This is an optimization exercise on Yosys and OpenROAD, whose aim is small area, not a production implementation.
In this exercise RTL edits were held to simulation tests only and were not proved equivalent to the original.
No activity file was given, so power comes from the tool's default toggle rates.

==> flow/design.v <==
module chan_ctrl
(
	input  wire clk,  
	input  wire rst_n,
	output wire [ 6:0] rd_addr,
	input  wire [31:0] rd_data,
	output wire [ 6:0] wr_addr,
	output wire [31:0] wr_data,
	output wire        wr_stb,
	input  wire        sync_stb,
	input  wire [31:0] ch_enas,
	output reg  [ 7:0] out_data,
	output wire        out_stb_addr,  
	output wire        out_stb_mix    
);
	localparam [4:0] W0  = 5'd10;   
	localparam [4:0] W2  = 5'd1;
	localparam [4:0] W3  = 5'd9;
	localparam [4:0] B0  = 5'd8;   
	localparam [4:0] B1  = 5'd4;
	localparam [4:0] B3  = 5'd5;
	localparam [4:0] BS  = 5'd0;   
	localparam [4:0] O0  = 5'd27;   
	localparam [4:0] O2  = 5'd20;
	localparam [4:0] A0  = 5'd14;   
	localparam [4:0] A3  = 5'd2;
	localparam [4:0] SZ  = 5'd11;  
	localparam [4:0] LP  = 5'd12;  
	localparam [4:0] SV  = 5'd13;  
	localparam [4:0] NE  = 5'd6;  
	localparam [4:0] ND0 = 5'd15;  
	localparam [4:0] ND2 = 5'd16;
	reg [4:0] st, next_st;
	reg [4:0] curr_ch;
	reg [31:0] offset;
	reg        c12;      
	reg        flag;     
	reg [5:0]  vol_l;    
	reg [5:0]  vol_r;    
	reg [13:0] base;     
	wire ch_ena = ch_enas[curr_ch];
	wire last   = &curr_ch;
	always @*
	case( st )
	W0:  next_st = sync_stb ? B0 : W0;
	W2:  next_st = sync_stb ? B3 : W3;
	W3:  next_st = sync_stb ? B0 : W0;
	B0:  next_st = ch_ena ? O0 : ND0;
	B3:  next_st = ch_ena ? O0 : ND0;
	B1:  next_st = ch_ena ? O2 : ND2;
	BS:  next_st = W2;
	O0:  next_st = A0;
	O2:  next_st = A3;
	A0:  next_st = SZ;
	A3:  next_st = SZ;
	SZ:  next_st = LP;
	LP:  next_st = SV;
	SV:  next_st = NE;
	NE:  next_st = last ? BS : B1;
	ND0: next_st = last ? BS : B1;
	ND2: next_st = last ? BS : B1;
	default: next_st = W0;
	endcase
	always @(posedge clk)
	if( !rst_n )
		st <= W0;
	else
		st <= next_st;
	wire s_next = (st==NE) || (st==ND0) || (st==ND2);
	wire s_offs = (st==O0) || (st==O2);
	wire s_add  = (st==A0) || (st==A3);
	wire s_size = (st==SZ);
	wire s_loop = (st==LP);
	wire s_save = (st==SV);
	wire [4:0] ch_inc;
	assign ch_inc[0] = s_next;
	genvar ci;
	generate
	for( ci=1; ci<5; ci=ci+1 ) begin: chi
		assign ch_inc[ci] = ch_inc[ci-1] & curr_ch[ci-1];
	end
	endgenerate
	always @(posedge clk)
		curr_ch <= {5{rst_n}} & (curr_ch ^ ch_inc);
	wire [12:0] lo;
	chan_ctrl_add12 u_lo (.a(offset[11:0]), .b(rd_data[25:14]), .s(lo));
	reg  [19:0] bop;
	always @*
	if( s_add )
		bop = {14'd0, rd_data[31:26]};
	else if( s_size )
		bop = ~rd_data[27:8];
	else if( s_loop )
		bop = flag ? rd_data[27:8] : 20'd0;
	else if( s_save )
		bop = 20'hFFFFF;
	else
		bop = {base[11:0], 8'd0};
	wire        cin = s_add || ((s_size || s_save) && c12);
	wire [20:0] hi;
	chan_ctrl_add20 u_hi (.a(offset[31:12]), .b(bop), .ci(cin), .s(hi));
	wire s_hw  = s_add || s_loop || s_save;
	wire h_lo  = !(s_offs || s_add);
	wire h_hi  = !(s_offs || s_hw);
	always @(posedge clk)
	begin
		offset[11:0]  <= ({12{s_offs}} & rd_data[11:0]) | ({12{s_add}} & lo[11:0]) | ({12{h_lo}} & offset[11:0]);
		offset[31:12] <= ({20{s_offs}} & rd_data[31:12]) | ({20{s_hw}} & hi[19:0]) | ({20{h_hi}} & offset[31:12]);
	end
	always @(posedge clk)
	begin
		c12  <= (s_add & lo[12]) | (!(s_add || s_next) & c12);
		flag <= (s_add & hi[20]) | (!s_add & (flag | (s_size & hi[20])));
	end
	wire s_ne   = (st==NE);
	wire h_vol  = !(s_add || s_next);
	wire h_b0   = !(s_size || s_ne);
	wire h_b1   = !(s_loop || s_ne);
	wire [5:0] vr_in = rd_data[5:0] ^ {6{rd_data[12]}};
	wire [13:0] bsum = {base[13:12] + {1'b0, hi[20]}, hi[19:8]};
	always @(posedge clk)
	begin
		vol_l       <= ({6{s_add}} & rd_data[11:6]) | ({6{s_next}} & offset[17:12]) | ({6{h_vol}} & vol_l);
		vol_r[1:0]  <= ({2{s_add}} & vr_in[1:0]) | ({2{s_next}} & offset[19:18]) | ({2{h_vol}} & vol_r[1:0]);
		vol_r[5:2]  <= ({4{s_add}} & vr_in[5:2]) | ({4{h_vol}} & vol_r[5:2]);
		base[7:0]   <= ({8{s_size}} & rd_data[7:0]) | ({8{s_ne}} & bsum[7:0]) | ({8{h_b0}} & base[7:0]);
		base[13:8]  <= ({6{s_loop}} & rd_data[5:0]) | ({6{s_ne}} & bsum[13:8]) | ({6{h_b1}} & base[13:8]);
	end
	wire [1:0] ra;
	assign ra[0] = (st==W2) || (st==O0) || (st==O2) || (st==ND0) || (st==ND2) ||
	               (st==SZ) || (st==LP) || (st==SV) || (st==NE);
	assign ra[1] = (st==A0) || (st==A3) || (st==SZ) || (st==LP) || (st==SV) || (st==NE);
	assign rd_addr = {curr_ch, ra};
	assign wr_addr = {curr_ch, 2'd0};
	assign wr_data = offset;
	assign wr_stb  = (st==NE);
	assign out_stb_mix  = rst_n && ( (st==LP) || (st==SV) || (st==NE) );
	assign out_stb_addr = rst_n && ( (st==B1) || (st==BS) || (st==O2) || (st==ND2) ||
	                                 (st==W2) || (st==A3) || (st==B3) || (st==W3) );
	always @*
	case( st )
	LP:          out_data = offset[11:4];
	SV:          out_data = {2'd0, vol_l};
	NE:          out_data = {2'd0, vol_r};
	B1, BS:      out_data = {2'd0, base[13:8]};
	O2, ND2, W2: out_data = base[7:0];
	default:     out_data = {vol_r[1:0], vol_l};
	endcase
endmodule
module chan_ctrl_add12
(
	input  wire [11:0] a,
	input  wire [11:0] b,
	output wire [12:0] s
);
	wire [11:0] g = a & b;
	wire [11:0] p = a ^ b;
	wire [12:0] c;
	assign c[0] = 1'b0;
	genvar gi;
	generate
	for( gi=0; gi<12; gi=gi+2 ) begin: grp
		assign c[gi+1] = g[gi] | p[gi] & c[gi];
		assign c[gi+2] = g[gi+1] | p[gi+1] & g[gi] | p[gi+1] & p[gi] & c[gi];
	end
	endgenerate
	assign s = {c[12], p ^ c[11:0]};
endmodule
module chan_ctrl_add20
(
	input  wire [19:0] a,
	input  wire [19:0] b,
	input  wire        ci,
	output wire [20:0] s
);
	wire [19:0] g = a & b;
	wire [19:0] p = a ^ b;
	wire [10:0] c;    
	wire [10:0] c0;   
	wire [10:0] c1;   
	assign c[0]  = ci;
	assign c0[0] = 1'b0;
	assign c1[0] = 1'b1;
	genvar gi;
	generate
	for( gi=0; gi<10; gi=gi+2 ) begin: grp
		assign c[gi+1]  = g[gi] | p[gi] & c[gi];
		assign c[gi+2]  = g[gi+1] | p[gi+1] & g[gi] | p[gi+1] & p[gi] & c[gi];
		assign c0[gi+1] = g[gi+10] | p[gi+10] & c0[gi];
		assign c0[gi+2] = g[gi+11] | p[gi+11] & g[gi+10] | p[gi+11] & p[gi+10] & c0[gi];
		assign c1[gi+1] = g[gi+10] | p[gi+10] & c1[gi];
		assign c1[gi+2] = g[gi+11] | p[gi+11] & g[gi+10] | p[gi+11] & p[gi+10] & c1[gi];
	end
	endgenerate
	wire [10:0] cu = c[10] ? c1 : c0;
	assign s = {cu[10], p ^ {cu[9:0], c[9:0]}};
endmodule
export LEC_CHECK = 0
export CAP_MARGIN = 20
export CORE_MARGIN = 2
export CORE_UTILIZATION = 65
export SLEW_MARGIN = 20
create_clock -name core_clock -period 5.0 [get_ports {clk}]
standard.sh (not shown) runs the stock make flow with config.mk's settings and CLKGATE_MAP_FILE= SYNTH_SCRIPT=/design/flow/synth_recipe.tcl, a recipe that flattens the netlist after the stock synthesis.
==> flow/flow/run.sh <==
#!/bin/bash
# Own layout flow. Synthesis: the standard synthesis, then the same
# synthesis again with an ABC mapping of its own (flow/own_abc.tcl, flow/abc.script); the
# second netlist is used only if its registers are exactly the standard
# synthesis's (names and cell types), else the standard one is kept.
# Layout: the standard ORFS steps, with port buffers of the smallest buffer
# cell and a small clock tree without dummy loads. Each tool's output goes
# to its own log in this folder.
set -euo pipefail
R=orfs/results/sky130hd/chan_ctrl/base
bash standard.sh synth > synth_standard.log 2>&1
cp $R/1_2_yosys.v standard_1_2_yosys.v
{ head -1 synth_recipe.tcl; cat flow/own_abc.tcl; tail -n +2 synth_recipe.tcl; } > own_synth.tcl
export OWN_ABC_SCRIPT=$PWD/flow/abc.script
bash standard.sh clean_synth > clean_synth.log 2>&1
if bash standard.sh SYNTH_SCRIPT=$PWD/own_synth.tcl synth > synth_own.log 2>&1 &&
   python3 flow/regs.py standard_1_2_yosys.v $R/1_2_yosys.v > regs_check.log 2>&1; then
  echo "using the own synthesis" >> regs_check.log
else
  echo "using the standard synthesis" >> regs_check.log
  bash standard.sh clean_synth > clean_synth2.log 2>&1
  bash standard.sh synth > synth_standard2.log 2>&1
fi
export BUFFER_PORTS_ARGS="-buffer_cell sky130_fd_sc_hd__buf_1"
export CTS_ARGS="-sink_clustering_enable -repair_clock_nets -dont_use_dummy_load -root_buf sky130_fd_sc_hd__clkbuf_8 -buf_list {sky130_fd_sc_hd__clkbuf_4}"
bash standard.sh finish > layout.log 2>&1
==> flow/flow/abc.script <==
strash
&get -n
&fraig -x
&put
scorr
dc2
dretime
strash
&get -n
&dch -f
&nf {D}
&put
&get -n
&dch -f
&nf {D}
&put
Other scripts of this flow, unchanged in this note and not shown: flow/flow/own_abc.tcl, flow/flow/regs.py
Rerun with:
--- a/flow/flow/abc.script
+++ b/flow/flow/abc.script
@@ -15,2 +15,10 @@
 &nf {D}
 &put
+&get -n
+&dch -f
+&nf {D}
+&put
+&get -n
+&dch -f
+&nf {D}
+&put
- worst setup slack improves by 5.4 ps
- routed wire length fell by 4.3%
- clock skew fell by 5.5 ps
- cell area fell by 0.59%
- die area fell by 0.94%
Rerun with:
==> flow/flow/abc.script (replaced) <==
strash
balance
resub -K 6
rewrite
resub -K 6 -N 2
refactor
resub -K 8
balance
resub -K 8 -N 2
rewrite
resub -K 10
rewrite -z
resub -K 10 -N 2
balance
resub -K 12
refactor -z
resub -K 12 -N 2
balance
&get -n
&dch -f
&nf {D}
&put
The changed run completed without violations.
Die area climbs by 3.3%.
Via count climbs by 7.0%.
Routed wire length climbs by 9.4%.
Cell count climbs by 6.9%.
Cell area climbs by 2.8%.
Synthesized area climbs by 3.5%.
Count of clock-buffer cells in the layout does not change.
Fmax drops by 0.61%.
Rerun with:
--- a/flow/flow/run.sh
+++ b/flow/flow/run.sh
@@ -23,4 +23,5 @@
 fi
 export BUFFER_PORTS_ARGS="-buffer_cell sky130_fd_sc_hd__buf_1"
+export GPL_KEEP_OVERFLOW=0
 export CTS_ARGS="-sink_clustering_enable -repair_clock_nets -dont_use_dummy_load -root_buf sky130_fd_sc_hd__clkbuf_8 -buf_list {sky130_fd_sc_hd__clkbuf_4}"
 bash standard.sh finish > layout.log 2>&1
==> flow/flow/abc.script (replaced) <==
strash
&get -n
&fraig -x
&put
scorr
dc2
dretime
strash
&get -n
&dch -f
&nf {D}
&put
&get -n
&dch -f
&nf {D}
&put
&get -n
&dch -f
&nf {D}
&put
The new run went through all stages and came out clean.
Power grows by a few percent.
First-iteration DRC count increases by a quarter to a third.
Setup slack degrades by 160 ps.
Synthesized area went down by a few percent.
Cell area shrinks by a few percent.
Core utilization grows by 1.3 points.
Wire length stays flat.

==> re-timing with driven ports <==
The flow's constraints put no driver on any port. The routed layouts listed below were extracted and timed again, unchanged, in two steps.
Step 1 sets driving cells, clkbuf_16 on the clock port and buf_2 on the other inputs (assumed; they add their load-dependent delay and slew).
Step 2 times the ports against the registers' clock, not the clock port: input delays grow and output delays shrink by t, the midpoint of the rising clock arrivals with the driver on.
Slacks: ideal ports / drivers / drivers and shift; pairs: ideal ports / drivers.
| run | shift t [ns] | setup WS [ns] | slew at the worst register clock pin (ns) |
|---|---|---|---|
| the first run | 0.374 | 0.376 / 0.376 / 0.198 | 0.08 / 0.08 |
| the second run | 0.368 | 0.381 / 0.381 / 0.077 | 0.07 / 0.07 |
| the third run | 0.379 | 0.353 / 0.353 / 0.242 | 0.08 / 0.08 |
| the fourth run | 0.384 | 0.191 / 0.191 / 0.043 | 0.09 / 0.09 |
After both steps setup and hold are still met in every run listed. For the second run, which loses most, drivers alone change the setup slack by 0.000 ns; drivers and shift together by -0.304 ns.
